From an optimization exercise on the open Yosys and OpenROAD flow, aimed at small area and a short achievable clock period; shortcuts taken in it are not production practice. Function was checked by simulation only, so behaviour that the tests miss may differ from the original. Power and IR drop assume default switching activity.

**flow/design.v**
```verilog
module mips (
	input clk,
	input rst,
	output [31:0] imem_addr,
	input [31:0] imem_data,
	output [7:0] dmem_addr,
	output [31:0] dmem_wdata,
	output dmem_we,
	output dmem_re,
	output dmem_byte,
	input [31:0] dmem_rdata
);
	reg [31:2] pc;
	assign imem_addr = {pc, 2'b00};
	wire [5:0] op = imem_data[31:26];
	wire [4:0] rs = imem_data[25:21];
	wire [4:0] rt = imem_data[20:16];
	wire [4:0] rd = imem_data[15:11];
	wire [2:0] fn = imem_data[2:0];
	wire [15:0] imm = imem_data[15:0];
	wire [31:0] se = {{16{imm[15]}}, imm};
	wire r_type = (op == 6'b000000);
	wire addi   = (op == 6'b000010);
	wire subi   = (op == 6'b000011);
	wire andi   = (op == 6'b000100);
	wire ori    = (op == 6'b000101);
	wire slti   = (op == 6'b000111);
	wire move   = (op == 6'b100000);
	wire lw     = (op == 6'b001000);
	wire lb     = (op == 6'b001001);
	wire sw     = (op == 6'b010000);
	wire sb     = (op == 6'b010001);
	wire beq    = (op == 6'b100011);
	wire bne    = (op == 6'b100111);
	wire j      = (op == 6'b111000);
	wire jal    = (op == 6'b111001);
	wire reg_write = r_type | lw | lb | andi | ori | slti | addi | subi | move | jal;
	wire [4:0] wa = r_type ? rd : rt;
	wire r_slt = fn[1] & fn[0] & fn[2];
	wire r_or  = ~fn[1] & fn[0] & fn[2];
	wire use_rt  = r_type | beq | bne;
	wire do_sub  = r_type ? (fn[1] & fn[0]) : (subi | slti | beq | bne);
	wire res_or  = r_type ? r_or : ori;
	wire res_slt = r_type ? r_slt : slti;
	wire res_sum = r_type ? fn[1] & ~(fn[2] & fn[0]) : (addi | subi | move);
	wire [31:0] q [0:31];
	assign q[0] = 32'b0;
	wire [31:0] wd_r;
	genvar gi;
	generate
		for (gi = 1; gi < 32; gi = gi + 1) begin : g_reg
			wire en = rst | (reg_write & (wa == gi));
			reg [31:0] r;
			always @(posedge clk)
				if (en) r <= wd_r;
			assign q[gi] = r;
		end
	endgenerate
	wire [32*31-1:0] q_all;
	wire [8*31-1:0]  q_lo;
	wire [24*31-1:0] q_hi;
	genvar gk;
	generate
		for (gk = 1; gk < 32; gk = gk + 1) begin : g_flat
			assign q_all[32*gk-1 -: 32] = q[gk];
			assign q_lo[8*gk-1 -: 8]    = q[gk][7:0];
			assign q_hi[24*gk-1 -: 24]  = q[gk][31:8];
		end
	endgenerate
	wire [31:0] a_n, r_n;
	wire [31:1] hot_a_lo, hot_a_hi, hot_b;
	rf_dec u_dec_a_lo (.sel(rs), .hot(hot_a_lo));
	rf_dec u_dec_a_hi (.sel(rs), .hot(hot_a_hi));
	rf_dec u_dec_b    (.sel(rt), .hot(hot_b));
	rf_port #(.W(8))  u_rd_a_lo (.hot(hot_a_lo), .q(q_lo),  .d_n(a_n[7:0]));
	rf_port #(.W(24)) u_rd_a_hi (.hot(hot_a_hi), .q(q_hi),  .d_n(a_n[31:8]));
	rf_port #(.W(32)) u_rd_b    (.hot(hot_b),    .q(q_all), .d_n(r_n));
	wire [31:0] a   = ~a_n;
	wire [31:0] rtv = ~r_n;
	wire [31:0] b, bx_n;
	wire [31:0] se_n = ~se;
	genvar gb;
	generate
		for (gb = 0; gb < 32; gb = gb + 1) begin : g_bop
			c_mux2i u_bm (.s(use_rt), .a1(r_n[gb]), .a0(se_n[gb]), .y(b[gb]));
			c_xnor2 u_bx (.a(b[gb]), .b(do_sub), .y(bx_n[gb]));
		end
	endgenerate
	wire [31:0] sum;
	ks_add_n #(.W(32), .L(5)) u_alu_add (.x_n(a_n), .y_n(bx_n), .ci(do_sub), .s(sum));
	wire lt_x = a[31] ^ b[31];
	wire lt_1 = lt_x ? a[31] : 1'b1;	 
	wire lt_0 = lt_x ? a[31] : 1'b0;	 
	wire sel_mem  = lw | lb;
	wire sel_sum  = ~rst & ~sel_mem & res_sum;
	wire sel_slt  = ~rst & ~sel_mem & ~res_sum & res_slt;
	wire [31:0] logic_res = res_or ? (a | b) : (a & b);
	wire [31:0] other = rst ? 32'b0 :
	                    lw ? dmem_rdata :
	                    lb ? {{24{dmem_rdata[7]}}, dmem_rdata[7:0]} :
	                    (res_sum | res_slt) ? 32'b0 : logic_res;
	wire early0 = other[0] | (sel_sum & sum[0]);
	wire wd0_1  = early0 | (sel_slt & lt_1);
	wire wd0_0  = early0 | (sel_slt & lt_0);
	c_mux2 u_wd0 (.s(sum[31]), .a1(wd0_1), .a0(wd0_0), .y(wd_r[0]));
	genvar gw;
	generate
		for (gw = 1; gw < 32; gw = gw + 1) begin : g_wd
			c_a21o u_wd (.a1(sum[gw]), .a2(sel_sum), .b1(other[gw]), .y(wd_r[gw]));
		end
	endgenerate
	wire [7:0] imm_n = ~imm[7:0];
	ks_add_n #(.W(8), .L(3)) u_addr_add (.x_n(a_n[7:0]), .y_n(imm_n), .ci(1'b0), .s(dmem_addr));
	assign dmem_wdata = rtv;
	assign dmem_we    = sw | sb;
	assign dmem_re    = lw | lb;
	assign dmem_byte  = sb | lb;
	wire eq = (a_n == r_n);
	wire take1 = (beq & ~a[31]) | (bne & a[31]);
	wire take0 = (beq & ~a[31] & eq) | (bne & ~(~a[31] & eq));
	wire [31:2] pc4 = pc + 30'd1;
	wire [31:2] pcb = pc4 + se[29:0];
	wire jump = j | jal;
	wire [31:2] pc_nt = rst ? 30'b0 : jump ? {pc[31:28], imem_data[25:0]} : pc4;
	wire [31:2] pc_tk = rst ? 30'b0 : jump ? {pc[31:28], imem_data[25:0]} : pcb;
	wire [31:2] pc_s1 = take1 ? pc_tk : pc_nt;
	wire [31:2] pc_s0 = take0 ? pc_tk : pc_nt;
	wire [31:2] pc_next;
	genvar gp;
	generate
		for (gp = 2; gp < 32; gp = gp + 1) begin : g_pc
			c_mux2 u_pc (.s(sum[31]), .a1(pc_s1[gp]), .a0(pc_s0[gp]), .y(pc_next[gp]));
		end
	endgenerate
	always @(posedge clk)
		pc <= pc_next;
endmodule
module rf_dec (
	input  [4:0]  sel,
	output [31:1] hot
);
	genvar i;
	generate
		for (i = 1; i < 32; i = i + 1) begin : g_hot
			assign hot[i] = (sel == i);
		end
	endgenerate
endmodule
module rf_port #(parameter W = 32) (
	input  [31:1]     hot,
	input  [W*31-1:0] q,
	output [W-1:0]    d_n
);
	genvar b, t;
	generate
		for (b = 0; b < W; b = b + 1) begin : g_bit
			wire [10:0] t_n;
			for (t = 0; t < 10; t = t + 1) begin : g_grp
				c_a222oi u_g (
					.a1(q[W*(3*t+1)-W+b]), .a2(hot[3*t+1]),
					.b1(q[W*(3*t+2)-W+b]), .b2(hot[3*t+2]),
					.c1(q[W*(3*t+3)-W+b]), .c2(hot[3*t+3]),
					.y(t_n[t]));
			end
			c_nand2 u_g31 (.a(q[W*31-W+b]), .b(hot[31]), .y(t_n[10]));
			wire [2:0] u;
			c_nand4 u_u0 (.a(t_n[0]), .b(t_n[1]), .c(t_n[2]), .d(t_n[3]), .y(u[0]));
			c_nand4 u_u1 (.a(t_n[4]), .b(t_n[5]), .c(t_n[6]), .d(t_n[7]), .y(u[1]));
			c_nand3 u_u2 (.a(t_n[8]), .b(t_n[9]), .c(t_n[10]), .y(u[2]));
			c_nor3  u_d  (.a(u[0]), .b(u[1]), .c(u[2]), .y(d_n[b]));
		end
	endgenerate
endmodule
module ks_add_n #(parameter W = 32, parameter L = 5) (
	input  [W-1:0] x_n,
	input  [W-1:0] y_n,
	input          ci,
	output [W-1:0] s
);
	wire [W-1:0] h;
	wire [W-1:0] g [0:L];
	wire [W-1:0] p [0:L];
	genvar l, k;
	generate
		for (k = 0; k < W; k = k + 1) begin : g_pg
			c_xor2 u_h (.a(x_n[k]), .b(y_n[k]), .y(h[k]));
			if (k < W - 1) begin : g_gp
				c_nor2  u_g (.a(x_n[k]), .b(y_n[k]), .y(g[0][k+1]));
				c_nand2 u_p (.a(x_n[k]), .b(y_n[k]), .y(p[0][k+1]));
			end
		end
		assign g[0][0] = ci;
		assign p[0][0] = 1'b0;
		for (l = 1; l <= L; l = l + 1) begin : g_lvl
			for (k = 0; k < W; k = k + 1) begin : g_pos
				if (k >= (1 << (l - 1))) begin : g_op
					if (l % 2 == 1) begin : g_odd
						c_a21oi u_g (.a1(p[l-1][k]), .a2(g[l-1][k - (1 << (l - 1))]), .b1(g[l-1][k]), .y(g[l][k]));
						if (l < L && k >= (1 << l)) begin : g_p
							c_nand2 u_p (.a(p[l-1][k]), .b(p[l-1][k - (1 << (l - 1))]), .y(p[l][k]));
						end else begin : g_np
							assign p[l][k] = 1'b0;
						end
					end else begin : g_even
						c_o21ai u_g (.a1(p[l-1][k]), .a2(g[l-1][k - (1 << (l - 1))]), .b1(g[l-1][k]), .y(g[l][k]));
						if (l < L && k >= (1 << l)) begin : g_p
							c_nor2 u_p (.a(p[l-1][k]), .b(p[l-1][k - (1 << (l - 1))]), .y(p[l][k]));
						end else begin : g_np
							assign p[l][k] = 1'b0;
						end
					end
				end else begin : g_pass
					c_inv u_g (.a(g[l-1][k]), .y(g[l][k]));
					assign p[l][k] = 1'b0;
				end
			end
		end
		for (k = 0; k < W; k = k + 1) begin : g_sum
			c_xnor2 u_s (.a(h[k]), .b(g[L][k]), .y(s[k]));
		end
	endgenerate
endmodule
module c_inv   (input a, output y); assign y = ~a; endmodule
module c_nand2 (input a, b, output y); assign y = ~(a & b); endmodule
module c_nand3 (input a, b, c, output y); assign y = ~(a & b & c); endmodule
module c_nand4 (input a, b, c, d, output y); assign y = ~(a & b & c & d); endmodule
module c_nor2  (input a, b, output y); assign y = ~(a | b); endmodule
module c_nor3  (input a, b, c, output y); assign y = ~(a | b | c); endmodule
module c_xor2  (input a, b, output y); assign y = a ^ b; endmodule
module c_xnor2 (input a, b, output y); assign y = ~(a ^ b); endmodule
module c_a21oi (input a1, a2, b1, output y); assign y = ~((a1 & a2) | b1); endmodule
module c_o21ai (input a1, a2, b1, output y); assign y = ~((a1 | a2) & b1); endmodule
module c_a21o  (input a1, a2, b1, output y); assign y = (a1 & a2) | b1; endmodule
module c_mux2i (input s, a1, a0, output y); assign y = ~(s ? a1 : a0); endmodule
module c_mux2  (input s, a1, a0, output y); assign y = s ? a1 : a0; endmodule
module c_a222oi (input a1, a2, b1, b2, c1, c2, output y);
	assign y = ~((a1 & a2) | (b1 & b2) | (c1 & c2));
endmodule
```
**flow/run.sh**
```bash
#!/bin/bash
# synth_recipe.tcl (not shown) runs the flow's synth.tcl, then flattens the netlist and writes it again
# the make line also repeats each setting of config.mk as NAME=value (left out here)
make -C /OpenROAD-flow-scripts/flow DESIGN_CONFIG=/design/flow/config.mk WORK_HOME=/design/flow/orfs CLKGATE_MAP_FILE= SYNTH_SCRIPT=/design/flow/synth_recipe.tcl finish
```
**flow/config.mk**
```make
export PLATFORM = sky130hd
export DESIGN_NAME = mips
export DESIGN_NICKNAME = mips
export VERILOG_FILES = /design/flow/design.v
export SDC_FILE = /design/flow/constraint.sdc
export NUM_CORES = 4
export LEC_CHECK = 0
export CAP_MARGIN = 20
export CORE_MARGIN = 2
export CORE_UTILIZATION = 45
export SETUP_SLACK_MARGIN = 2.5
export SLEW_MARGIN = 20
export SYNTH_HIERARCHICAL = 1
```
**flow/constraint.sdc**
```tcl
create_clock -name core_clock -period 9.0 [get_ports {clk}]
set_input_delay 1.8000 -clock core_clock [delete_from_list [all_inputs] [get_ports {clk}]]
set_output_delay 1.8000 -clock core_clock [all_outputs]
set_load 0.01 [all_outputs]
```
==> implementation parameters, run 1 <==
Parameter                              Value

Clock network
  Clock latency of the later-clocked register in the worst-skew pair    around 0.73 ns
  CTS H-tree lvls    3
  Clock sink count    1022
  Clock tree from TritonCTS    done
  Total clock buffers created by CTS    roughly 110
  Clock-pin slew on the worst setup and hold paths    about 0.060 ns
  Buffer cell driving the clock tree root    clkbuf_16
  CTS Buffer Depth    3

Final layout
  Antenna cell count    0
  Storage cell area    just over 30000 um^2
  Ratio of cells with drive above 1 in the final layout    0.1976
  Final cell utilization of the core    0.5445
  Number of nets at the end of the flow    about 4200
  Final non-filler cell total    5625
  Area used by multi-input combinational logic    around 19000 um^2
  Number of filler instances in the final layout    around 9100
  Layout Area Growth over Synthesis    20.45%

Global route
  Pin count of the biggest net entering global routing    66
  Total routing resource utilization after global routing    0.3614
  Number of global-route vias before repair    around 40000
  Residual overflow from global routing    0
  First-pass GRT wire length    around 290 mm
  Antenna violations before repair    3

Timing
  Final setup skew    roughly 0.036 ns
  Final worst path period share    0.7284
  Fin Setup TNS    0 ns
  Shortest period the worst path allows    ~6.6 ns
  Worst-case headroom to the max-slew limit    0.2586
  Setup violation total in the final timing report    0
  Highest achievable clock rate    roughly 150 MHz
  Final count of pins violating max slew    0
  RSZ-0062 raised after global routing    yes
  Number of failing hold endpoints at the final stage    0
  Worst Max-Slew Pin Slew    approximately 1.1 ns
  Hold slack    between 0.8 and 0.9 ns

Routing
  Antenna violation net count after detailed routing    0
  DRT Wirelength    206.6 mm
  Routed length on met3    30.50 mm
  Met1 wire length    just over 70 mm
  Topmost layer with routed signal wires    met5
  Count of vias placed by the detailed router    slightly above 40000
  Drt initial violations    a little under 9000
  First-pass DRT Iterations    11
  Per-cell via count in the routed design    roughly 7.3
  Wire length on met2    around 90 mm
  DRC violations left    0
  Average detailed-routed wire length per instance    36.73 um

Synthesis
  Post-synthesis instance area    about 49000 um^2
  Average footprint of a synthesized cell    about 13 um^2
  Prevailing post-synth register cell    edfxtp_1
  Post-synthesis sequential element count    approximately 1000
  Most area-hungry cell type in the Yosys netlist    edfxtp_1
  Share of flip-flops with an asynchronous set or reset    0
  Leading cell types by total area after synthesis    edfxtp_1, a222oi_1, xnor2_1
  Total number of yosys warnings    9
  Area share of the largest cell type after synthesis    0.6079
  Cell variety after synth    77
  Gate Count Post-Synth    about 3700
  Leading cell type by number of instances after synthesis    edfxtp_1
  Sequential cell area fraction in the yosys report    0.6202
  Commonest cells post-synth    edfxtp_1, a222oi_1, nor2_1
  Number of synthesized flops with an enable pin    992

Critical path
  Worst Path Arrival    ~4.8 ns
  Type of destination of the critical path    output port
  Worst Path Class, Setup    input port to output port
  Cells along the critical path    buf_2 -> nand3b_1 -> buf_12 -> buf_4 -> nor2_4 -> a222oi_1 -> nand4_1 -> nor3_4 -> inv_1 -> clkdlybuf4s50_1
  Buffers plus inverters on the worst setup path    5
  Critical Path RT    around 7 ns
  Critical path's slowest cell    clkdlybuf4s50_1
  Worst path top cell family by delay    buffers and inverters
  Register-to-Register Setup Slack    approximately 4.2 ns
  Highest cell delay on the worst timing path    0.51 ns
  Origin of the worst setup path    imem_data[18]
  Critical register-to-register path startpoint    g_reg[15].r[10]
  Maximum fanout along the worst path    16
  Crit start category    input port

Placed design
  DPL Wire Length    about 130 mm
  Global placement routability congestion    1.072
  Count of port buffers added during placement    138
  Placed insts    about 5300

Floorplanning
  Core area    108400 um^2
  Die footprint    between 100000 and 150000 um^2
  Y dimension of the die    about 330 um
  Width of the die    334.0 um
  Number of core rows    around 120
  Starting Density    0.4521
  Boundary Pins    about 140

Power and ir drop
  Maximum resistive drop on vdd    about 0.00018 V
  Power Dens Cells    ~210 nW/um^2
  Pleak    20.68 nW

Min path
  Hold WC Path Type    register to register
  Startpoint of the lowest-slack hold path    pc[2]

Job
  Max-Cap Viols    0

Outcome
  Result of the run    finished clean
-- per-module statistics from Yosys (local to each module, per instance), a selection --
module   cells inside  flops+latches  cell area [um^2]  copies in the design
rf_dec             46              0             217.7                     3
c_inv               1              0             3.754                    38
c_mux2              1              0             15.01                    31
c_nor2              1              0             3.754                    86
c_a21oi             1              0             8.758                    86
c_a21o              1              0             7.507                    31
c_xnor2             1              0             8.758                    72
-- through the flow --
step	cell area, um^2	total power (W)	worst slack [ns]
3_5_place_dp	53940	0.008230	0.9502
4_1_cts	58690	0.01256	2.473
6_report	59020	0.01265	2.444
3_3_place_gp	53940	0.008217	0.8887
2_1_floorplan	49130	0.007272	2.399
5_1_grt	59020	0.01301	2.474
-- registers in the layout, indices dropped and copies added (netlist names) --
name,cells
g.r,992
pc,30
-- cells in the final DEF, fill, tap and decap left out, types with 50 or more instances in the layout --
cell,synthesis,layout
buf_4,2,245
inv_1,105,104
clkdlybuf4s50_1,0,119
a21oi_2,89,89
nand3_1,98,96
nand4_1,147,147
xnor2_1,131,125
xor2_1,64,63
nand2_1,276,274
nor2_4,0,66
a21oi_1,123,123
clkbuf_16,0,107
o21ai_1,69,65
a222oi_1,640,640
nor2_1,302,207
edfxtp_1,992,992
mux2i_1,50,50
-- area by class of cell --
class,count,share of cell area
Sequential cell,1022,0.5149
Tap cell,1414,0.02998
Clock inverter,64,0.009879
Timing Repair Buffer,412,0.06294
Multi-Input combinational cell,2479,0.3289
Clock buffer,129,0.04677
Inverter,105,0.006699
-- kinds of logic after synthesis --
logic type / count (synthesis) / share of synthesized area
other: 1 / 0.00007653
buffers and inverters: 178 / 0.01399
AOI/OAI and AO/OA: 1137 / 0.1963
DFF: 1022 / 0.6202
adders and majority gates: 36 / 0.009345
xor gates and xnor gates: 195 / 0.03485
muxes: 92 / 0.02224
and+or+nand+nor: 1005 / 0.1031
-- timing repair --
item                       in CTS  in global routing
pin swaps                      69                 37
gates cloned                   10                  0
resized for setup             165                 52
setup buffers                  94                 16
hold buffers                    0                  0
setup endpoints to repair     873                283
hold endpoints to repair        0                  0
-- power breakdown --
group          switching, W  total, W  internal [W]
Clock               0.00191   0.00430       0.00239
Combinational       0.00158   0.00237      0.000786
Sequential         0.000241   0.00599       0.00575
Total               0.00373    0.0127       0.00892
-- metal layers --
layer	vias up	track usage
met1	20190	0.4722
met3	653	0.1023
met4	4	0.2245
met5	-	0
met2	3659	0.5324
li1	16800	-
-- worst paths after layout --
path,end,cells past startpoint
setup / recovery,dmem_wdata[4],10
hold / removal,pc[2],4
setup reg to reg,g_reg[18].r[0],15
hold reg to reg,pc[2],4
-- worst min-delay path, delay by kind of cell, from the launching register on --
kind               cells  cell delay, ns
AOI/OAI and AO/OA      2            0.19
muxes                  1            0.15
and+or+nand+nor        1            0.09
DFF                    1            0.40
==> run 2, diff against run 1 <==
--- a/flow/design.v
+++ b/flow/design.v
@@ -72,7 +72,9 @@
 	rf_dec u_dec_a_lo (.sel(rs), .hot(hot_a_lo));
 	rf_dec u_dec_a_hi (.sel(rs), .hot(hot_a_hi));
 	rf_dec u_dec_b    (.sel(rt), .hot(hot_b));
-	rf_port #(.W(8))  u_rd_a_lo (.hot(hot_a_lo), .q(q_lo),  .d_n(a_n[7:0]));
+	wire [7:0] a_lo;
+	rf_port_fast #(.W(8)) u_rd_a_lo (.hot(hot_a_lo), .q(q_lo), .d(a_lo));
+	assign a_n[7:0] = ~a_lo;
 	rf_port #(.W(24)) u_rd_a_hi (.hot(hot_a_hi), .q(q_hi),  .d_n(a_n[31:8]));
 	rf_port #(.W(32)) u_rd_b    (.hot(hot_b),    .q(q_all), .d_n(r_n));
 	wire [31:0] a   = ~a_n;
@@ -109,8 +111,7 @@
 			c_a21o u_wd (.a1(sum[gw]), .a2(sel_sum), .b1(other[gw]), .y(wd_r[gw]));
 		end
 	endgenerate
-	wire [7:0] imm_n = ~imm[7:0];
-	ks_add_n #(.W(8), .L(3)) u_addr_add (.x_n(a_n[7:0]), .y_n(imm_n), .ci(1'b0), .s(dmem_addr));
+	ks_add_p8 u_addr_add (.x(a_lo), .y(imm[7:0]), .s(dmem_addr));
 	assign dmem_wdata = rtv;
 	assign dmem_we    = sw | sb;
 	assign dmem_re    = lw | lb;
@@ -168,6 +169,81 @@
 			c_nand4 u_u1 (.a(t_n[4]), .b(t_n[5]), .c(t_n[6]), .d(t_n[7]), .y(u[1]));
 			c_nand3 u_u2 (.a(t_n[8]), .b(t_n[9]), .c(t_n[10]), .y(u[2]));
 			c_nor3  u_d  (.a(u[0]), .b(u[1]), .c(u[2]), .y(d_n[b]));
+		end
+	endgenerate
+endmodule
+module rf_port_fast #(parameter W = 8) (
+	input  [31:1]     hot,
+	input  [W*31-1:0] q,
+	output [W-1:0]    d
+);
+	genvar b, t;
+	generate
+		for (b = 0; b < W; b = b + 1) begin : g_bit
+			wire [15:0] t_n;
+			for (t = 0; t < 15; t = t + 1) begin : g_grp
+				c_a22oi u_g (
+					.a1(q[W*(2*t+1)-W+b]), .a2(hot[2*t+1]),
+					.b1(q[W*(2*t+2)-W+b]), .b2(hot[2*t+2]),
+					.y(t_n[t]));
+			end
+			c_nand2 u_g31 (.a(q[W*31-W+b]), .b(hot[31]), .y(t_n[15]));
+			wire [3:0] u;
+			wire [1:0] v_n;
+			c_nand4 u_u0 (.a(t_n[0]),  .b(t_n[1]),  .c(t_n[2]),  .d(t_n[3]),  .y(u[0]));
+			c_nand4 u_u1 (.a(t_n[4]),  .b(t_n[5]),  .c(t_n[6]),  .d(t_n[7]),  .y(u[1]));
+			c_nand4 u_u2 (.a(t_n[8]),  .b(t_n[9]),  .c(t_n[10]), .d(t_n[11]), .y(u[2]));
+			c_nand4 u_u3 (.a(t_n[12]), .b(t_n[13]), .c(t_n[14]), .d(t_n[15]), .y(u[3]));
+			c_nor2  u_v0 (.a(u[0]), .b(u[1]), .y(v_n[0]));
+			c_nor2  u_v1 (.a(u[2]), .b(u[3]), .y(v_n[1]));
+			c_nand2 u_d  (.a(v_n[0]), .b(v_n[1]), .y(d[b]));
+		end
+	endgenerate
+endmodule
+module ks_add_p8 (
+	input  [7:0] x,
+	input  [7:0] y,
+	output [7:0] s
+);
+	wire [7:0] h, gn0, pn0;
+	wire [7:0] g1, p1;	 
+	wire [7:0] gn2, pn2;	 
+	wire [7:0] g3;		 
+	genvar k;
+	generate
+		for (k = 0; k < 8; k = k + 1) begin : g_pg
+			c_xor2  u_h (.a(x[k]), .b(y[k]), .y(h[k]));
+			c_nand2 u_g (.a(x[k]), .b(y[k]), .y(gn0[k]));
+			c_nor2  u_p (.a(x[k]), .b(y[k]), .y(pn0[k]));
+		end
+		for (k = 0; k < 7; k = k + 1) begin : g_l1
+			if (k == 0) begin : g_pass
+				c_inv u_g (.a(gn0[0]), .y(g1[0]));
+				assign p1[0] = 1'b0;
+			end else begin : g_op
+				c_o21ai u_g (.a1(pn0[k]), .a2(gn0[k-1]), .b1(gn0[k]), .y(g1[k]));
+				c_nor2  u_p (.a(pn0[k]), .b(pn0[k-1]), .y(p1[k]));
+			end
+		end
+		for (k = 0; k < 7; k = k + 1) begin : g_l2
+			if (k < 2) begin : g_pass
+				c_inv u_g (.a(g1[k]), .y(gn2[k]));
+				assign pn2[k] = 1'b1;
+			end else begin : g_op
+				c_a21oi u_g (.a1(p1[k]), .a2(g1[k-2]), .b1(g1[k]), .y(gn2[k]));
+				c_nand2 u_p (.a(p1[k]), .b(p1[k-2]), .y(pn2[k]));
+			end
+		end
+		for (k = 0; k < 7; k = k + 1) begin : g_l3
+			if (k < 4) begin : g_pass
+				c_inv u_g (.a(gn2[k]), .y(g3[k]));
+			end else begin : g_op
+				c_o21ai u_g (.a1(pn2[k]), .a2(gn2[k-4]), .b1(gn2[k]), .y(g3[k]));
+			end
+		end
+		assign s[0] = h[0];
+		for (k = 1; k < 8; k = k + 1) begin : g_sum
+			c_xor2 u_s (.a(h[k]), .b(g3[k-1]), .y(s[k]));
 		end
 	endgenerate
 endmodule
@@ -233,6 +309,7 @@
 module c_a21o  (input a1, a2, b1, output y); assign y = (a1 & a2) | b1; endmodule
 module c_mux2i (input s, a1, a0, output y); assign y = ~(s ? a1 : a0); endmodule
 module c_mux2  (input s, a1, a0, output y); assign y = s ? a1 : a0; endmodule
+module c_a22oi (input a1, a2, b1, b2, output y); assign y = ~((a1 & a2) | (b1 & b2)); endmodule
 module c_a222oi (input a1, a2, b1, b2, c1, c2, output y);
 	assign y = ~((a1 & a2) | (b1 & b2) | (c1 & c2));
 endmodule
==> implementation parameters, run 2 <==
Parameter                              Value

Floorplanning
  Number of core rows    121 (unchanged)
  Y dimension of the die    336.0 um (+0.62%)
  Width of the die    336.0 um (+0.62%)
  Die footprint    112900 um^2 (+1.2%)
  Starting Density    0.4545 (+0.002482)
  Core area    109200 um^2 (+0.70%)
  Boundary Pins    141 (unchanged)

Timing
  Final setup skew    0.05840 ns (+0.02254 ns)
  Worst-case headroom to the max-slew limit    0.2585 (about the same)
  Number of failing hold endpoints at the final stage    0 (unchanged)
  Shortest period the worst path allows    6.565 ns (+0.009590 ns)
  RSZ-0062 raised after global routing    no
  Setup violation total in the final timing report    0 (unchanged)
  Final worst path period share    0.7295 (+0.001066)
  Highest achievable clock rate    152.3 MHz (-0.15%)
  Worst Max-Slew Pin Slew    1.107 ns (+0.006617 ns)
  Fin Setup TNS    0 ns (unchanged)
  Final count of pins violating max slew    0 (unchanged)

Critical path
  Reg2reg path depth    15 (unchanged)
  Most frequent cell on the critical path    buf_4
  Cells along the critical path    buf_2 -> or2_4 -> buf_4 -> nor2_4 -> buf_4 -> a222oi_1 -> nand4_1 -> nor3_4 -> inv_1 -> clkdlybuf4s50_1
  Highest cell delay on the worst timing path    0.50 ns (about the same)
  Critical register-to-register path startpoint    pc[2]
  Endpoint of the lowest-slack register-to-register path    pc[29]
  Register-to-Register Setup Slack    4.07 ns (-0.17 ns)
  Critical path's slowest cell    clkdlybuf4s50_1
  Buffers plus inverters on the worst setup path    5 (unchanged)
  Maximum fanout along the worst path    8 (-8)
  Worst Path Arrival    4.77 ns (about the same)
  Type of destination of the critical path    output port
  Crit start category    input port
  Critical Path RT    7.20 ns (about the same)
  Worst Path Class, Setup    input port to output port
  Worst path top cell family by delay    buffers and inverters

Synthesis
  Number of synthesized flops with an enable pin    992 (unchanged)
  Total number of yosys warnings    8 (-1)
  Area share of the largest cell type after synthesis    0.6004 (-0.007512)
  Prevailing post-synth register cell    edfxtp_1
  Post-synthesis instance area    49620 um^2 (+1.3%)
  Share of flip-flops with an asynchronous set or reset    0 (unchanged)
  Average footprint of a synthesized cell    13.44 um^2 (+0.57%)
  Leading cell type by number of instances after synthesis    edfxtp_1
  Gate Count Post-Synth    3691 (+0.68%)
  Post-synthesis sequential element count    1022 (unchanged)
  Commonest cells post-synth    edfxtp_1, a222oi_1, nor2_1
  Cell variety after synth    71 (-7.8%)
  Most area-hungry cell type in the Yosys netlist    edfxtp_1
  Sequential cell area fraction in the yosys report    0.6125 (-0.007663)
  Leading cell types by total area after synthesis    edfxtp_1, a222oi_1, a22oi_2

Routing
  DRT Wirelength    204.6 mm (-0.98%)
  Per-cell via count in the routed design    7.150 (-2.6%)
  First-pass DRT Iterations    14 (+3)
  DRC violations left    0 (unchanged)
  Drt initial violations    9139 (+2.4%)
  Average detailed-routed wire length per instance    35.50 um (-3.4%)
  Antenna violation net count after detailed routing    0 (unchanged)
  Count of vias placed by the detailed router    41210 (-0.23%)

Final layout
  Register ranked first by flip-flop count    g.r
  Number of nets at the end of the flow    4293 (+1.5%)
  Most common cell after layout, fill and taps aside    edfxtp_1
  Number of flip-flops under the largest register name    992 (unchanged)
  Total non-filler cell area in the finished layout    60150 um^2 (+1.9%)
  Number of filler instances in the final layout    9001 (-0.98%)
  Layout Area Growth over Synthesis    21.23%
  Registers with the most flip-flops    g.r x992, pc x30
  Ratio of cells with drive above 1 in the final layout    0.2238 (+0.02617)
  Commonest cells after routing, fill and taps aside    edfxtp_1, a222oi_1, buf_4

Placed design
  DPL Wire Length    129.8 mm (-0.90%)
  Count of port buffers added during placement    138 (unchanged)
  Global placement routability congestion    0.9663 (-9.9%)
  Placement Cell Area    54870 um^2 (+1.7%)

Global route
  Antenna violations before repair    2 (-1)
  Number of global-route vias before repair    38390 (-1.8%)
  Total routing resource utilization after global routing    0.3533 (-0.008144)
  Residual overflow from global routing    0 (unchanged)
  Pin count of the biggest net entering global routing    57 (-14%)
  First-pass GRT wire length    285.0 mm (-0.70%)

Power and ir drop
  Maximum resistive drop on vdd    0.0001836 V (+3.3%)
  Power Dens Cells    215.8 nW/um^2 (+0.68%)
  Pleak    20.96 nW (+1.3%)

Outcome
  Result of the run    finished clean

Job
  Max-Cap Viols    0 (unchanged)

Clock network
  Cts-stage hold buffer count    0 (unchanged)
  Clock tree from TritonCTS    done
  Buffer cell driving the clock tree root    clkbuf_16
  CTS Buffer Depth    3 (unchanged)
  CTS H-tree lvls    3 (unchanged)
  Clock-pin slew on the worst setup and hold paths    0.06 ns (about the same)
  Clock sink count    1022 (unchanged)
  Clock latency of the later-clocked register in the worst-skew pair    0.73 ns (about the same)
  Total clock buffers created by CTS    107 (+0.94%)

Min path
  Startpoint of the lowest-slack hold path    pc[31]
  Hold WC Path Type    register to register
  Endpoint with the worst hold slack    pc[31]
  WHS Path Cells    3 (-1)
run 2: through the flow:
step           std cells  setup slack, ns  hold slack (ns)  total power, W    util
2_1_floorplan       3692            2.509           0.8124        0.007267       -
3_3_place_gp        5437           0.8643           0.8525        0.008231  0.5027
3_5_place_dp        5437           0.8818           0.8578        0.008245  0.5027
4_1_cts             5733            2.437           0.8765         0.01291  0.5475
5_1_grt             5762            2.497           0.9421         0.01334  0.5510
6_report            5763            2.435           0.8783         0.01298  0.5510
run 2: area by class of cell:
cell class	count	area [um^2]	share of cell area
diodes	1	2.502	0.00004161
clock buffers	121	2730	0.04539
clock inverters	83	955.9	0.01589
inverters	112	421.7	0.007010
multi-input cells	2503	19830	0.3296
flip-flops and latches	1022	30390	0.5053
well taps	1476	1847	0.03070
repair buffers	445	3974	0.06607
run 2: cell families after synthesis:
group	share of synthesized area
AO/OA/AOI/OAI	0.2064
AND/OR/NAND/NOR	0.1003
other	0.00007558
XOR/XNOR	0.03513
adder cells (fa/ha/maj)	0.01084
buffers and inverters	0.01437
multiplexers	0.02043
flip-flops	0.6125
run 2: worst register-to-register path, stage by stage, from the launching register on:
cell and delay, ns:
dfxtp_1 0.60, ha_1 0.40, and3_1 0.41, and2_1 0.33, nand2_1 0.10, xnor2_1 0.24, ha_1 0.37, a21oi_1 0.27
o21ai_1 0.17, or3b_1 0.39, nor3_1 0.28, o31ai_1 0.21, a311oi_1 0.39, xor2_1 0.25, a221oi_1 0.13, mux2_4 0.31
run 2: timing repair:
item | 4_1_cts | 5_1_grt
resized for setup | 144 | 29
gates cloned | 15 | 0
setup buffers | 77 | 29
setup endpoints to repair | 484 | 118
pin swaps | 44 | 27
run 2: layer usage:
layer | track usage | up-vias | part of all wire | wire [um]
li1 | - | 16920 | - | -
met1 | 0.4861 | 20390 | 0.38 | 77010
met2 | 0.5179 | 3364 | 0.43 | 87540
met3 | 0.08241 | 533 | 0.13 | 26720
met4 | 0.1931 | 2 | 0.065 | 13310
met5 | 0 | - | 0.000064 | 13
run 2: worst max-delay path by stage:
stage                     cells after the start  slack [ns]         endpoint          start
after floorplan                              13        2.51  g_reg[10].r[31]  imem_data[31]
after global placement                       13        0.86     dmem_addr[5]  imem_data[23]
after detailed placement                     13        0.88     dmem_addr[5]  imem_data[23]
after CTS                                    14        2.44     dmem_addr[5]  imem_data[23]
after global routing                         10        2.50   dmem_wdata[31]  imem_data[19]
final                                        10        2.43   dmem_wdata[20]  imem_data[19]
run 2: per-module statistics from Yosys (local to each module, per instance), excerpt:
module | cells | flip-flops and latches
c_o21ai | 1 | 0
c_nand4 | 1 | 0
ks_add_p8 | 1 | 0
c_nand3 | 1 | 0
c_xor2 | 1 | 0
c_a21oi | 1 | 0
c_inv | 1 | 0
c_nor3 | 1 | 0
c_nor2 | 1 | 0
c_mux2 | 1 | 0
c_nand2 | 1 | 0
mips | 1961 | 1022
c_a21o | 1 | 0
run 2: power by group:
group	internal (W)	switching (W)	leakage, nW
Combinational	0.000772	0.00156	8.72
Clock	0.00269	0.00196	1.79
Sequential	0.00575	0.000255	10.5
Total	0.00921	0.00378	21.0
==> run 3, diff against run 2 <==
--- a/flow/config.mk
+++ b/flow/config.mk
@@ -7,7 +7,8 @@
 export LEC_CHECK = 0
 export CAP_MARGIN = 20
 export CORE_MARGIN = 2
-export CORE_UTILIZATION = 45
+export CORE_UTILIZATION = 55
+export CTS_BUF_LIST = sky130_fd_sc_hd__clkbuf_4 sky130_fd_sc_hd__clkbuf_8
 export SETUP_SLACK_MARGIN = 2.5
 export SLEW_MARGIN = 20
 export SYNTH_HIERARCHICAL = 1
==> implementation parameters, run 3 <==
Parameter                              Value

Synthesis
  Most area-hungry cell type in the Yosys netlist    edfxtp_1
  Leading cell types by total area after synthesis    edfxtp_1, a222oi_1, a22oi_2
  Post-synthesis sequential element count    1022 (unchanged)
  Total number of yosys warnings    8 (unchanged)
  Number of synthesized flops with an enable pin    992 (unchanged)
  Average footprint of a synthesized cell    13.44 um^2 (unchanged)
  Post-synthesis share of cell area spent on xor and xnor gates    0.03513 (unchanged)
  Commonest cells post-synth    edfxtp_1, a222oi_1, nor2_1
  Gate Count Post-Synth    3691 (unchanged)
  Leading cell type by number of instances after synthesis    edfxtp_1
  Multiplexer share of the synthesized area    0.02043 (unchanged)
  Sequential cell area fraction in the yosys report    0.6125 (unchanged)
  Cell variety after synth    71 (unchanged)
  Dominant combinational cell family by area after synthesis    compound AO/OA/AOI/OAI gates
  Complex-gate fraction of the synthesized area    0.2064 (unchanged)
  Share of flip-flops with an asynchronous set or reset    0 (unchanged)
  Post-synthesis instance area    49620 um^2 (unchanged)
  Area fraction in and, or, nand and nor cells after synthesis    0.1003 (unchanged)
  Area share of the largest cell type after synthesis    0.6004 (unchanged)
  Area share of fa/ha/maj cells after synthesis    0.01084 (unchanged)
  Prevailing post-synth register cell    edfxtp_1

Global route
  Residual overflow from global routing    0 (unchanged)
  Total routing resource utilization after global routing    0.4124 (+0.05914)
  First-pass GRT wire length    276.2 mm (-3.1%)
  Number of global-route vias before repair    39930 (+4.0%)
  Antenna violations before repair    10 (+8)
  Pin count of the biggest net entering global routing    58 (+1.8%)

Final layout
  Number of nets at the end of the flow    4265 (-0.65%)
  Final non-filler cell total    5470 (-5.1%)
  Commonest cells after routing, fill and taps aside    edfxtp_1, a222oi_1, nand2_1
  Storage cell area    30390 um^2 (unchanged)
  Final cell utilization of the core    0.6538 (+0.1028)
  Registers with the most flip-flops    g.r x992, pc x30
  Ratio of cells with drive above 1 in the final layout    0.2266 (+0.002800)
  Layout Area Growth over Synthesis    18.24%
  Register ranked first by flip-flop count    g.r
  Most common cell after layout, fill and taps aside    edfxtp_1
  Area used by multi-input combinational logic    19860 um^2 (+0.18%)
  Number of filler instances in the final layout    6635 (-26%)
  Number of flip-flops under the largest register name    992 (unchanged)

Timing
  Number of failing hold endpoints at the final stage    0 (unchanged)
  RSZ-0062 raised after global routing    yes
  Highest achievable clock rate    151.8 MHz (-0.32%)
  Final worst path period share    0.7318 (+0.002332)
  Fin worst setup slack    2.414 ns (-0.02099 ns)
  Shortest period the worst path allows    6.586 ns (+0.02099 ns)
  Worst Max-Slew Pin Slew    1.128 ns (+0.02145 ns)
  Fin Setup TNS    0 ns (unchanged)
  Setup violation total in the final timing report    0 (unchanged)
  Final setup skew    0.05495 ns (-0.003450 ns)
  Hold slack    0.8706 ns (-0.007667 ns)
  Final count of pins violating max slew    0 (unchanged)
  Worst-case headroom to the max-slew limit    0.2459 (-0.01268)

Routing
  DRT Wirelength    196.1 mm (-4.1%)
  Count of vias placed by the detailed router    41570 (+0.87%)
  DRC violations left    0 (unchanged)
  Average detailed-routed wire length per instance    35.85 um (+0.99%)
  Drt initial violations    8440 (-7.6%)
  First-pass DRT Iterations    14 (unchanged)
  Antenna violation net count after detailed routing    0 (unchanged)
  Per-cell via count in the routed design    7.599 (+6.3%)

Critical path
  Critical Path RT    7.20 ns (about the same)
  Crit start category    input port
  Critical register-to-register path startpoint    pc[2]
  Maximum fanout along the worst path    9 (+1)
  Worst Path Arrival    4.79 ns (+0.02 ns)
  Origin of the worst setup path    imem_data[19]
  Type of destination of the critical path    output port
  Worst Path Class, Setup    input port to output port

Clock network
  Cts-stage hold buffer count    0 (unchanged)
  Clock-pin slew on the worst setup and hold paths    0.05 ns (about the same)
  Clock sink count    1022 (unchanged)
  CTS H-tree lvls    4 (+1)
  Clock tree from TritonCTS    done
  Clock latency of the later-clocked register in the worst-skew pair    0.87 ns (+0.14 ns)
  CTS Buffer Depth    3 (unchanged)
  Total clock buffers created by CTS    166 (+55%)
  Buffer cell driving the clock tree root    clkbuf_8

Floorplanning
  Starting Density    0.5529 (+0.09837)
  Y dimension of the die    304.4 um (-9.4%)
  Die footprint    92630 um^2 (-18%)
  Core area    89740 um^2 (-18%)
  Number of core rows    110 (-9.1%)
  Boundary Pins    141 (unchanged)
  Width of the die    304.4 um (-9.4%)

Min path
  Hold WC Path Type    register to register
  Startpoint of the lowest-slack hold path    pc[31]

Outcome
  Result of the run    finished clean

Placed design
  Global placement routability congestion    1.010 (+4.5%)
  Setup WS pre-CTS    0.6355 ns (-0.2462 ns)
  Count of port buffers added during placement    138 (unchanged)
  DPL Wire Length    127.4 mm (-1.9%)
  Placed insts    5089 (-6.4%)

Job
  Max-Cap Viols    0 (unchanged)

Power and ir drop
  Maximum resistive drop on vdd    0.0001597 V (-13%)
  Pleak    20.41 nW (-2.6%)
  Power Dens Cells    209.7 nW/um^2 (-2.9%)
run 3: cell counts after synthesis:
Identical to the previous run, type by type.
run 3: where the power goes:
part	internal (W)	total (W)	switching (W)
sequential	0.00575	0.00602	0.000268
clock	0.00207	0.00398	0.00192
combinational	0.000758	0.00230	0.00154
total	0.00857	0.0123	0.00373
run 3: area by class of cell:
cell class                      instances  area share
Antenna cell                            8   0.0003412
Clock buffer                          213     0.04538
Clock inverter                         78    0.009256
Inverter                              112    0.007187
Multi-Input combinational cell       2489      0.3386
Sequential cell                      1022      0.5180
Tap cell                             1176     0.02508
Timing Repair Buffer                  372     0.05620
run 3: critical path, stage by stage:
cell,delay [ns]
clkdlybuf4s18_2,0.38
or2_4,0.31
nor2_4,0.09
buf_4,0.21
a222oi_1,0.49
nand4_1,0.38
nor3_4,0.41
buf_6,0.18
inv_1,0.04
clkdlybuf4s50_1,0.47
run 3: worst paths after layout:
path	endpoint	slack [ns]	depth (start not counted)
min	pc[31]	0.87	3
max reg2reg	pc[29]	3.89	15
min reg2reg	pc[31]	0.87	3
max	dmem_wdata[3]	2.41	10
run 3: cell families (layout without fill, tap and decap cells):
family | count (synthesis) | count (layout)
AO/OA/AOI/OAI | 1170 | 1170
XOR/XNOR | 199 | 199
adder cells (fa/ha/maj) | 44 | 44
buffers and inverters | 182 | 775
flip-flops | 1022 | 1022
multiplexers | 85 | 85
other | 1 | 10
AND/OR/NAND/NOR | 988 | 989
run 3: through the flow:
stage / instance area (um^2) / total power [W]
2_1_floorplan: 49730 / 0.007267
3_3_place_gp: 54050 / 0.008163
3_5_place_dp: 54070 / 0.008222
4_1_cts: 58400 / 0.01222
5_1_grt: 58670 / 0.01264
6_report: 58670 / 0.01230
run 3: what timing repair did:
item | 4_1_cts | 5_1_grt
buffers inserted | 62 | 19
gates cloned | 1 | 0
pin swaps | 65 | 25
gates resized for setup | 193 | 38
endpoints found under the setup margin | 876 | 210
run 3: modules after synthesis (local to each module, per instance), excerpt:
| module | flip-flops and latches | cells | area (um^2) |
|---|---|---|---|
| c_mux2 | 0 | 1 | 15.01 |
| c_a21o | 0 | 1 | 7.507 |
| ks_add_p8 | 0 | 1 | 7.507 |
| c_o21ai | 0 | 1 | 5.005 |
| c_xor2 | 0 | 1 | 8.758 |
| mips | 1022 | 1961 | 35950 |
| rf_dec | 0 | 46 | 217.7 |
| c_xnor2 | 0 | 1 | 8.758 |
run 3: per-layer routing:
metal,global-route usage,share of wire,vias up
li1,-,-,16840
met1,0.5280,0.34,20120
met2,0.6229,0.44,3882
met3,0.1063,0.15,722
met4,0.2739,0.078,4
met5,0.004134,0.00013,-
==> run 4, diff against run 3 <==
==> flow/flow/run.sh (new file) <==
#!/bin/bash
# The standard layout, with the port buffers made from plain buffers
# (buffer_ports otherwise picks a delay buffer for every port).
set -euo pipefail
export BUFFER_PORTS_ARGS="-buffer_cell sky130_fd_sc_hd__buf_4"
bash standard.sh > standard.log 2>&1
==> flow/standard.sh (new file) <==
#!/bin/bash
# synth_recipe.tcl (not shown) runs the flow's synth.tcl, then flattens the netlist and writes it again
# the make line also repeats each setting of config.mk as NAME=value (left out here)
make -C /OpenROAD-flow-scripts/flow DESIGN_CONFIG=/design/flow/config.mk WORK_HOME=/design/flow/orfs CLKGATE_MAP_FILE= SYNTH_SCRIPT=/design/flow/synth_recipe.tcl "${@:-finish}"
removed: flow/run.sh
==> implementation parameters, run 4 <==
Parameter                              Value

Routing
  DRT Wirelength    195.8 mm (-0.15%)
  Count of vias placed by the detailed router    41300 (-0.64%)
  Average detailed-routed wire length per instance    36.37 um (+1.4%)
  Antenna violation net count after detailed routing    0 (unchanged)
  Per-cell via count in the routed design    7.671 (+0.94%)
  DRC violations left    0 (unchanged)
  Drt initial violations    9559 (+13%)
  First-pass DRT Iterations    14 (unchanged)

Timing
  Fin Setup TNS    0 ns (unchanged)
  RSZ-0062 raised after global routing    yes
  Worst-case headroom to the max-slew limit    0.2190 (-0.02689)
  Fin worst setup slack    2.358 ns (-0.05578 ns)
  Final count of pins violating max slew    0 (unchanged)
  Worst Max-Slew Pin Slew    1.169 ns (+0.04024 ns)
  Setup violation total in the final timing report    0 (unchanged)
  Final worst path period share    0.7380 (+0.006198)
  Highest achievable clock rate    150.6 MHz (-0.84%)
  Shortest period the worst path allows    6.642 ns (+0.05578 ns)
  Number of failing hold endpoints at the final stage    0 (unchanged)
  Final setup skew    0.05170 ns (-0.003247 ns)

Synthesis
  Cell variety after synth    71 (unchanged)
  Total number of yosys warnings    8 (unchanged)
  Number of synthesized flops with an enable pin    992 (unchanged)
  Prevailing post-synth register cell    edfxtp_1
  Post-synthesis sequential element count    1022 (unchanged)
  Area share of the largest cell type after synthesis    0.6004 (unchanged)
  Leading cell type by number of instances after synthesis    edfxtp_1
  Gate Count Post-Synth    3691 (unchanged)
  Leading cell types by total area after synthesis    edfxtp_1, a222oi_1, a22oi_2
  Most area-hungry cell type in the Yosys netlist    edfxtp_1
  Average footprint of a synthesized cell    13.44 um^2 (unchanged)
  Sequential cell area fraction in the yosys report    0.6125 (unchanged)
  Commonest cells post-synth    edfxtp_1, a222oi_1, nor2_1
  Share of flip-flops with an asynchronous set or reset    0 (unchanged)
  Post-synthesis instance area    49620 um^2 (unchanged)

Clock network
  Buffer cell driving the clock tree root    clkbuf_8
  Clock sink count    1022 (unchanged)
  Cts-stage hold buffer count    0 (unchanged)
  Clock tree from TritonCTS    done
  CTS H-tree lvls    4 (unchanged)
  Clock latency of the later-clocked register in the worst-skew pair    0.90 ns (+0.03 ns)
  CTS Buffer Depth    3 (unchanged)
  Total clock buffers created by CTS    166 (unchanged)
  Clock-pin slew on the worst setup and hold paths    0.07 ns (+0.02 ns)

Placed design
  DPL Wire Length    127.2 mm (-0.16%)
  Setup WS pre-CTS    1.482 ns (+0.8466 ns)
  Count of port buffers added during placement    138 (unchanged)
  Placed insts    5055 (-0.67%)
  Global placement routability congestion    1.132 (+12%)

Power and ir drop
  Maximum resistive drop on vdd    0.0001591 V (-0.36%)
  Reported net switching power    0.003654 W (-1.9%)
  Share of total power in the clock network    0.326 (+0.002)
  Pleak    20.01 nW (-2.0%)
  Net switching share of the total power    0.3003 (-0.002575)
  Internal    0.008515 W (-0.69%)
  Fraction of power consumed by combinational cells    0.179 (-0.008)
  Power Dens Cells    212.5 nW/um^2 (+1.3%)
  Reg power frac    0.495 (+0.006)

Outcome
  Result of the run    finished clean

Min path
  WHS Path Cells    3 (unchanged)
  Hold WC Path Type    register to register

Global route
  Residual overflow from global routing    0 (unchanged)
  Number of global-route vias before repair    39790 (-0.36%)
  Total routing resource utilization after global routing    0.4132 (+0.0007520)
  First-pass GRT wire length    277.0 mm (+0.26%)
  Pin count of the biggest net entering global routing    59 (+1.7%)
  Antenna violations before repair    4 (-6)

Floorplanning
  Number of core rows    110 (unchanged)
  Y dimension of the die    304.4 um (unchanged)
  Core area    89740 um^2 (unchanged)
  Starting Density    0.5529 (unchanged)
  Width of the die    304.4 um (unchanged)
  Die footprint    92630 um^2 (unchanged)
  Boundary Pins    141 (unchanged)

Critical path
  Worst Path Arrival    4.84 ns (+0.05 ns)
  Worst Path Class, Setup    input port to output port
  Type of destination of the critical path    output port
  Reg2reg path depth    14 (-1)
  Maximum fanout along the worst path    32 (+23)
  Crit start category    input port
  Critical Path RT    7.20 ns (about the same)

Final layout
  Area used by multi-input combinational logic    19560 um^2 (-1.5%)
  Layout Area Growth over Synthesis    15.45%
  Number of nets at the end of the flow    4186 (-1.9%)
  Number of filler instances in the final layout    6732 (+1.5%)
  Storage cell area    30390 um^2 (unchanged)
  Final non-filler cell total    5384 (-1.6%)
  Number of flip-flops under the largest register name    992 (unchanged)
  Most common cell after layout, fill and taps aside    edfxtp_1
  Register ranked first by flip-flop count    g.r
  Registers with the most flip-flops    g.r x992, pc x30
  Commonest cells after routing, fill and taps aside    edfxtp_1, a222oi_1, buf_4
  Ratio of cells with drive above 1 in the final layout    0.2397 (+0.01311)

Job
  Max-Cap Viols    0 (unchanged)
## run 4: cell counts after synthesis
No cell type changed its count.
## run 4: worst paths after layout
kind	start	endpoint	slack [ns]
hold reg to reg	pc[31]	pc[31]	0.88
setup reg to reg	g_reg[10].r[3]	g_reg[12].r[0]	3.82
hold / removal	pc[31]	pc[31]	0.88
setup / recovery	imem_data[19]	dmem_wdata[30]	2.36
## run 4: layout make-up
class | count | share of cell area
multi-input cells | 2488 | 0.3414
repair buffers | 294 | 0.03960
well taps | 1176 | 0.02569
clock inverters | 76 | 0.008912
diodes | 2 | 0.00008737
inverters | 112 | 0.007361
clock buffers | 214 | 0.04639
flip-flops and latches | 1022 | 0.5305
## run 4: per-layer routing
| layer | global-route usage | vias up | wire (um) |
|---|---|---|---|
| li1 | - | 16670 | - |
| met1 | 0.5350 | 20070 | 68300 |
| met2 | 0.6049 | 3816 | 83400 |
| met3 | 0.1180 | 738 | 28110 |
| met4 | 0.2824 | 2 | 15970 |
| met5 | 0 | - | 13 |
## run 4: cell families after synthesis
kind of cell             count (synthesis)  synth area share
AND/OR/NAND/NOR                        988            0.1003
XOR/XNOR                               199           0.03513
other                                    1        0.00007558
AO/OA/AOI/OAI                         1170            0.2064
adder cells (fa/ha/maj)                 44           0.01084
flip-flops                            1022            0.6125
buffers and inverters                  182           0.01437
multiplexers                            85           0.02043
## run 4: through the flow
stage / instance area (um^2) / utilization / hold slack [ns] / power, W
6_report: 57280 / 0.6383 / 0.8832 / 0.01217
4_1_cts: 56830 / 0.6333 / 0.8701 / 0.01207
3_3_place_gp: 53400 / 0.5950 / 0.8150 / 0.008097
2_1_floorplan: 49730 / - / 0.8124 / 0.007267
5_1_grt: 57280 / 0.6383 / 0.9258 / 0.01252
3_5_place_dp: 53410 / 0.5952 / 0.8615 / 0.008150
## run 4: critical path: stages
cell      delay [ns]
buf_4           0.20
or2_2           0.33
nor2_2          0.07
buf_4           0.31
a222oi_1        0.47
nand4_1         0.48
nor3_2          0.74
inv_1           0.20
buf_4           0.20
## run 4: per-module statistics from Yosys (local to each module, per instance), excerpt
| module | flip-flops and latches | area (um^2) | cells inside |
|---|---|---|---|
| c_nand4 | 0 | 6.256 | 1 |
| c_xor2 | 0 | 8.758 | 1 |
| c_mux2 | 0 | 15.01 | 1 |
| c_xnor2 | 0 | 8.758 | 1 |
| c_nor3 | 0 | 10.01 | 1 |
| c_nand2 | 0 | 3.754 | 1 |
| c_nand3 | 0 | 5.005 | 1 |
| ks_add_p8 | 0 | 7.507 | 1 |
| mips | 1022 | 35950 | 1961 |
| c_nor2 | 0 | 3.754 | 1 |
| c_inv | 0 | 3.754 | 1 |
| c_o21ai | 0 | 5.005 | 1 |
| c_mux2i | 0 | 10.01 | 1 |
## run 4: what timing repair did
item,4_1_cts,5_1_grt
setup endpoints to repair,38,630
cloned,0,0
gates resized for setup,67,28
pin swaps,0,17
setup buffers,2,35
## run 4: power groups by stage
| stage | Combinational (W) | Clock [W] | Sequential [W] |
|---|---|---|---|
| after floorplan | 0.00124 | 0 | 0.00603 |
| after global placement | 0.00202 | 0 | 0.00608 |
| after CTS | 0.00207 | 0.00399 | 0.00601 |
| after global routing | 0.00226 | 0.00420 | 0.00606 |
| final | 0.00218 | 0.00397 | 0.00602 |
| after detailed placement | 0.00205 | 0 | 0.00610 |
==> run 5, diff against run 4 <==
--- a/flow/config.mk
+++ b/flow/config.mk
@@ -9,6 +9,6 @@
 export CORE_MARGIN = 2
 export CORE_UTILIZATION = 55
 export CTS_BUF_LIST = sky130_fd_sc_hd__clkbuf_4 sky130_fd_sc_hd__clkbuf_8
-export SETUP_SLACK_MARGIN = 2.5
+export SETUP_SLACK_MARGIN = 3.0
 export SLEW_MARGIN = 20
 export SYNTH_HIERARCHICAL = 1
==> implementation parameters, run 5 <==
Parameter                              Value

Final layout
  Area used by multi-input combinational logic    19960 um^2 (+2.0%)
  Layout Area Growth over Synthesis    18.11%
  Storage cell area    30390 um^2 (unchanged)
  Number of filler instances in the final layout    6652 (-1.2%)
  Final cell utilization of the core    0.6530 (+0.01468)
  Number of nets at the end of the flow    4275 (+2.1%)
  Registers with the most flip-flops    g.r x992, pc x30
  Register ranked first by flip-flop count    g.r
  Final non-filler cell total    5481 (+1.8%)
  Commonest cells after routing, fill and taps aside    edfxtp_1, a222oi_1, buf_4
  Ratio of cells with drive above 1 in the final layout    0.2712 (+0.03155)
  Most common cell after layout, fill and taps aside    edfxtp_1
  Number of flip-flops under the largest register name    992 (unchanged)

Outcome
  Result of the run    finished clean

Synthesis
  Leading cell types by total area after synthesis    edfxtp_1, a222oi_1, a22oi_2
  Sequential cell area fraction in the yosys report    0.6125 (unchanged)
  Post-synthesis sequential element count    1022 (unchanged)
  Prevailing post-synth register cell    edfxtp_1
  Total number of yosys warnings    8 (unchanged)
  Most area-hungry cell type in the Yosys netlist    edfxtp_1
  Commonest cells post-synth    edfxtp_1, a222oi_1, nor2_1
  Number of synthesized flops with an enable pin    992 (unchanged)
  Gate Count Post-Synth    3691 (unchanged)
  Post-synthesis instance area    49620 um^2 (unchanged)
  Area share of the largest cell type after synthesis    0.6004 (unchanged)
  Cell variety after synth    71 (unchanged)
  Average footprint of a synthesized cell    13.44 um^2 (unchanged)
  Leading cell type by number of instances after synthesis    edfxtp_1
  Share of flip-flops with an asynchronous set or reset    0 (unchanged)

Timing
  RSZ-0062 raised after global routing    yes
  Highest achievable clock rate    161.9 MHz (+7.5%)
  Hold slack    0.8600 ns (-0.02321 ns)
  Final count of pins violating max slew    0 (unchanged)
  Fin Setup TNS    0 ns (unchanged)
  Setup violation total in the final timing report    0 (unchanged)
  Final setup skew    0.05097 ns (-0.0007271 ns)
  Worst Max-Slew Pin Slew    1.233 ns (+0.06472 ns)
  Final worst path period share    0.6863 (-0.05172)
  Number of failing hold endpoints at the final stage    0 (unchanged)
  Worst-case headroom to the max-slew limit    0.1690 (-0.04995)
  Shortest period the worst path allows    6.177 ns (-0.4655 ns)

Power and ir drop
  Reported net switching power    0.003739 W (+2.3%)
  Maximum resistive drop on vdd    0.0001414 V (-11%)
  Share of total power in the clock network    0.320 (-0.006)
  Internal    0.008514 W (about the same)
  Fraction of power consumed by combinational cells    0.189 (+0.010)
  Net switching share of the total power    0.3051 (+0.004839)
  Pleak    20.61 nW (+3.0%)
  Reg power frac    0.491 (-0.004)
  Power Dens Cells    209.1 nW/um^2 (-1.6%)

Clock network
  Clock-pin slew on the worst setup and hold paths    0.06 ns (about the same)
  Cts-stage hold buffer count    0 (unchanged)
  CTS Buffer Depth    3 (unchanged)
  Total clock buffers created by CTS    166 (unchanged)
  Clock latency of the later-clocked register in the worst-skew pair    0.86 ns (-0.04 ns)
  CTS H-tree lvls    4 (unchanged)
  Clock sink count    1022 (unchanged)
  Clock tree from TritonCTS    done
  Buffer cell driving the clock tree root    clkbuf_8

Placed design
  Global placement routability congestion    1.047 (-7.5%)
  DPL Wire Length    126.7 mm (-0.38%)
  Count of port buffers added during placement    138 (unchanged)
  Placed insts    5063 (+0.16%)

Routing
  Antenna violation net count after detailed routing    0 (unchanged)
  DRC violations left    0 (unchanged)
  Count of vias placed by the detailed router    41550 (+0.61%)
  Average detailed-routed wire length per instance    36.25 um (-0.32%)
  Per-cell via count in the routed design    7.581 (-1.2%)
  First-pass DRT Iterations    14 (unchanged)
  DRT Wirelength    198.7 mm (+1.5%)
  Drt initial violations    8419 (-12%)

Global route
  First-pass GRT wire length    276.3 mm (-0.24%)
  Antenna violations before repair    3 (-1)
  Residual overflow from global routing    0 (unchanged)
  Total routing resource utilization after global routing    0.4144 (+0.001227)
  Pin count of the biggest net entering global routing    59 (unchanged)
  Number of global-route vias before repair    39870 (+0.21%)

Floorplanning
  Number of core rows    110 (unchanged)
  Width of the die    304.4 um (unchanged)
  Y dimension of the die    304.4 um (unchanged)
  Die footprint    92630 um^2 (unchanged)
  Boundary Pins    141 (unchanged)
  Core area    89740 um^2 (unchanged)
  Starting Density    0.5529 (unchanged)

Critical path
  Cells along the critical path    buf_12 -> or3b_4 -> nor2_2 -> buf_6 -> buf_4 -> a22oi_2 -> nand4_1 -> nor2_4 -> nand2_4 -> nor2_4 -> nor2_2 -> a21oi_2 -> o21ai_2 -> xor2_1 -> buf_4
  Maximum fanout along the worst path    17 (-47%)
  Critical Path RT    7.20 ns (about the same)
  Worst path top cell family by delay    simple AND/OR/NAND/NOR gates
  Critical path's slowest cell    or3b_4
  Highest cell delay on the worst timing path    0.34 ns (-0.40 ns)
  Buffers plus inverters on the worst setup path    4 (unchanged)
  Worst Path Arrival    4.38 ns (-0.46 ns)
  Type of destination of the critical path    output port
  Worst Path Class, Setup    input port to output port
  Crit start category    input port

Job
  Max-Cap Viols    0 (unchanged)

Min path
  Hold WC Path Type    register to register
[run 5: path summary, 6_finish.rpt]
check                           depth (start not counted)     startpoint           end  slack, ns
worst max-delay path                                   15  imem_data[21]  dmem_addr[6]       2.82
worst min-delay path                                    3         pc[30]        pc[30]       0.86
worst max register to register                         15          pc[2]        pc[29]       4.05
worst min register to register                          3         pc[30]        pc[30]       0.86
[run 5: timing repair]
action / in CTS / in global routing
pin swaps: 39 / 76
resized for setup: 117 / 103
endpoints found under the setup margin: 971 / 846
buffers inserted: 30 / 87
[run 5: power groups by stage]
stage	registers [W]	logic, W	clock network (W)
CTS	0.00601	0.00214	0.00395
floorplan	0.00603	0.00124	0
finish	0.00601	0.00232	0.00392
global route	0.00605	0.00241	0.00415
global placement	0.00607	0.00204	0
detailed placement	0.00610	0.00206	0
[run 5: worst min-delay path: stages (launching register included)]
cell and delay, ns:
dfxtp_1 0.40, xnor2_1 0.17, a32o_1 0.13, mux2_4 0.13
[run 5: cell families (layout without fill, tap and decap cells)]
family / count (synthesis) / count (layout) / synth area share
other: 1 / 4 / 0.00007558
AOI/OAI and AO/OA: 1170 / 1170 / 0.2064
and+or+nand+nor: 988 / 988 / 0.1003
muxes: 85 / 85 / 0.02043
DFF: 1022 / 1022 / 0.6125
xor gates and xnor gates: 199 / 199 / 0.03513
adders and majority gates: 44 / 44 / 0.01084
buffers and inverters: 182 / 793 / 0.01437
[run 5: metal layers]
metal | up-vias | global-route usage | share of wire
li1 | 16870 | - | -
met1 | 20220 | 0.5316 | 0.35
met3 | 687 | 0.1102 | 0.14
met4 | 2 | 0.2757 | 0.076
met5 | - | 0 | 0.000081
met2 | 3776 | 0.6223 | 0.44
[run 5: area by class of cell]
cell class	count	share of cell area
Antenna cell	2	0.00008541
Timing Repair Buffer	383	0.05432
Clock buffer	214	0.04514
Clock inverter	84	0.008968
Multi-Input combinational cell	2488	0.3406
Tap cell	1176	0.02511
Sequential cell	1022	0.5186
Inverter	112	0.007195
[run 5: stage by stage]
step	setup WS, ns	cell area, um^2	total power, W
CTS	2.685	57360	0.01209
detailed placement	1.623	53490	0.008166
finish	2.823	58600	0.01225
global route	2.814	58600	0.01261
floorplan	2.636	49730	0.007267
global placement	1.643	53480	0.008115
[run 5: Yosys stat by module (local to each module, per instance), a selection]
module / copies in the design / cells
c_nor2: 102 / 1
c_a21o: 31 / 1
c_mux2: 31 / 1
ks_add_p8: 1 / 1
c_nor3: 56 / 1
c_inv: 38 / 1
c_a22oi: 120 / 1
c_nand3: 56 / 1
c_xor2: 47 / 1
c_nand2: 167 / 1
c_o21ai: 63 / 1
c_a222oi: 560 / 1
mips: 1 / 1961
c_mux2i: 32 / 1
==> run 6, diff against run 5 <==
--- a/flow/config.mk
+++ b/flow/config.mk
@@ -9,6 +9,6 @@
 export CORE_MARGIN = 2
 export CORE_UTILIZATION = 55
 export CTS_BUF_LIST = sky130_fd_sc_hd__clkbuf_4 sky130_fd_sc_hd__clkbuf_8
-export SETUP_SLACK_MARGIN = 3.0
+export SETUP_SLACK_MARGIN = 3.5
 export SLEW_MARGIN = 20
 export SYNTH_HIERARCHICAL = 1
==> implementation parameters, run 6 <==
Parameter                              Value

Outcome
  Result of the run    finished clean

Routing
  Drt initial violations    9435 (+12%)
  Antenna violation net count after detailed routing    0 (unchanged)
  Per-cell via count in the routed design    7.709 (+1.7%)
  Average detailed-routed wire length per instance    38.13 um (+5.2%)
  First-pass DRT Iterations    15 (+1)
  DRC violations left    0 (unchanged)
  DRT Wirelength    214.6 mm (+8.0%)

Placed design
  Setup WS pre-CTS    1.623 ns (unchanged)
  DPL Wire Length    126.7 mm (unchanged)
  Placement Cell Area    53490 um^2 (unchanged)
  Count of port buffers added during placement    138 (unchanged)
  Global placement routability congestion    1.047 (unchanged)

Power and ir drop
  Pleak    21.96 nW (+6.5%)
  Maximum resistive drop on vdd    0.0001405 V (-0.63%)
  Pwr Total    0.01266 W (+3.3%)
  Power Dens Cells    204.4 nW/um^2 (-2.3%)

Timing
  Shortest period the worst path allows    6.013 ns (-0.1633 ns)
  Highest achievable clock rate    166.3 MHz (+2.7%)
  Setup violation total in the final timing report    0 (unchanged)
  Final count of pins violating max slew    0 (unchanged)
  Fin worst setup slack    2.987 ns (+0.1633 ns)
  Fin Setup TNS    0 ns (unchanged)
  Number of failing hold endpoints at the final stage    0 (unchanged)
  Worst Max-Slew Pin Slew    1.285 ns (+0.05168 ns)
  Final worst path period share    0.6681 (-0.01815)
  RSZ-0062 raised after global routing    yes

Critical path
  Worst Path Class, Setup    input port to output port
  Crit start category    input port
  Type of destination of the critical path    output port
  Worst Path Arrival    4.21 ns (-0.17 ns)

Synthesis
  Prevailing post-synth register cell    edfxtp_1
  Number of synthesized flops with an enable pin    992 (unchanged)
  Average footprint of a synthesized cell    13.44 um^2 (unchanged)
  Share of flip-flops with an asynchronous set or reset    0 (unchanged)
  Commonest cells post-synth    edfxtp_1, a222oi_1, nor2_1
  Area share of the largest cell type after synthesis    0.6004 (unchanged)
  Cell variety after synth    71 (unchanged)
  Leading cell types by total area after synthesis    edfxtp_1, a222oi_1, a22oi_2
  Most area-hungry cell type in the Yosys netlist    edfxtp_1
  Leading cell type by number of instances after synthesis    edfxtp_1
  Post-synthesis instance area    49620 um^2 (unchanged)
  Sequential cell area fraction in the yosys report    0.6125 (unchanged)
  Gate Count Post-Synth    3691 (unchanged)
  Total number of yosys warnings    8 (unchanged)

Clock network
  Buffer cell driving the clock tree root    clkbuf_8
  CTS Buffer Depth    3 (unchanged)
  Clock sink count    1022 (unchanged)
  Clock-pin slew on the worst setup and hold paths    0.06 ns (about the same)
  Clock latency of the later-clocked register in the worst-skew pair    0.89 ns (+0.03 ns)
  Clock tree from TritonCTS    done
  CTS H-tree lvls    4 (unchanged)
  Total clock buffers created by CTS    166 (unchanged)
  Cts-stage hold buffer count    0 (unchanged)

Floorplanning
  Number of core rows    110 (unchanged)
  Y dimension of the die    304.4 um (unchanged)
  Width of the die    304.4 um (unchanged)
  Starting Density    0.5529 (unchanged)
  Boundary Pins    141 (unchanged)

Min path
  Hold WC Path Type    register to register

Final layout
  Registers with the most flip-flops    g.r x992, pc x30
  Number of filler instances in the final layout    6293 (-5.4%)
  Total non-filler cell area in the finished layout    61940 um^2 (+5.7%)
  Register ranked first by flip-flop count    g.r
  Layout Area Growth over Synthesis    24.84%
  Ratio of cells with drive above 1 in the final layout    0.3213 (+0.05007)
  Commonest cells after routing, fill and taps aside    edfxtp_1, a222oi_1, buf_4

Global route
  Pin count of the biggest net entering global routing    59 (unchanged)
  Number of global-route vias before repair    40650 (+2.0%)
  First-pass GRT wire length    290.5 mm (+5.1%)

Job
  Max-Cap Viols    0 (unchanged)
## run 6: final timing paths
check | end | depth (start not counted) | startpoint | slack [ns]
worst max register to register | pc[29] | 15 | pc[2] | 4.01
worst min-delay path | pc[30] | 3 | pc[30] | 0.87
worst min register to register | pc[30] | 3 | pc[30] | 0.87
worst max-delay path | dmem_addr[6] | 14 | imem_data[23] | 2.99
## run 6: per-stage QoR
stage	std cells	hold WS [ns]	utilization
global placement	5063	0.8307	0.5960
CTS	5520	0.8635	0.6663
detailed placement	5063	0.8339	0.5960
global route	5628	0.9205	0.6902
finish	5629	0.8674	0.6903
floorplan	3692	0.8124	-
## run 6: cells by family after synthesis
group	after synthesis	share of synthesized area
AOI/OAI and AO/OA	1170	0.2064
DFF	1022	0.6125
and+or+nand+nor	988	0.1003
xor gates and xnor gates	199	0.03513
buffers and inverters	182	0.01437
muxes	85	0.02043
adders and majority gates	44	0.01084
other	1	0.00007558
## run 6: where the power goes
part / switching (W) / internal (W) / leakage, nW / total, W
combinational: 0.00173 / 0.000973 / 9.82 / 0.00270
clock: 0.00194 / 0.00200 / 1.68 / 0.00394
sequential: 0.000267 / 0.00575 / 10.5 / 0.00602
total: 0.00394 / 0.00872 / 22.0 / 0.0127
## run 6: cell type report
type,count,area (um^2),area share
timing repair buffer,524,5528,0.08924
tap,1176,1471,0.02376
sequential,1022,30390,0.4906
antenna,2,5.005,0.00008080
multi-input combinational,2495,20940,0.3381
clock inverter,84,525.5,0.008484
clock buffer,214,2645,0.04270
inverter,112,434.2,0.007009
## run 6: worst max-delay path, cell delays in order
cell and delay (ns):
buf_16 0.13, or3b_4 0.35, nor2_4 0.06, buf_8 0.15, a22oi_2 0.12, nand4_1 0.20, nor2_4 0.28, nand2_4 0.16
nor2_4 0.21, o21ai_4 0.08, a21oi_2 0.19, o21ai_2 0.08, xor2_1 0.21, buf_4 0.17
## run 6: metal layers
| metal | track usage | part of all wire | wire length [um] | vias up |
|---|---|---|---|---|
| li1 | - | - | - | 17200 |
| met1 | 0.5606 | 0.33 | 71130 | 21030 |
| met2 | 0.6435 | 0.42 | 90630 | 4275 |
| met3 | 0.1346 | 0.16 | 33310 | 881 |
| met4 | 0.3098 | 0.091 | 19510 | 4 |
| met5 | 0 | 0.00013 | 27 | - |
## run 6: modules after synthesis, one instance, submodules excluded, excerpt
| module | cell area (um^2) | cells |
|---|---|---|
| c_nor2 | 3.754 | 1 |
| c_nor3 | 10.01 | 1 |
| rf_dec | 217.7 | 46 |
| c_nand4 | 6.256 | 1 |
| mips | 35950 | 1961 |
| c_mux2i | 10.01 | 1 |
## run 6: repair_timing
action,CTS,global route
buffers inserted,135,94
pin swaps,178,126
endpoints found under the setup margin,1062,991
gates cloned,24,13
gates resized for setup,371,234
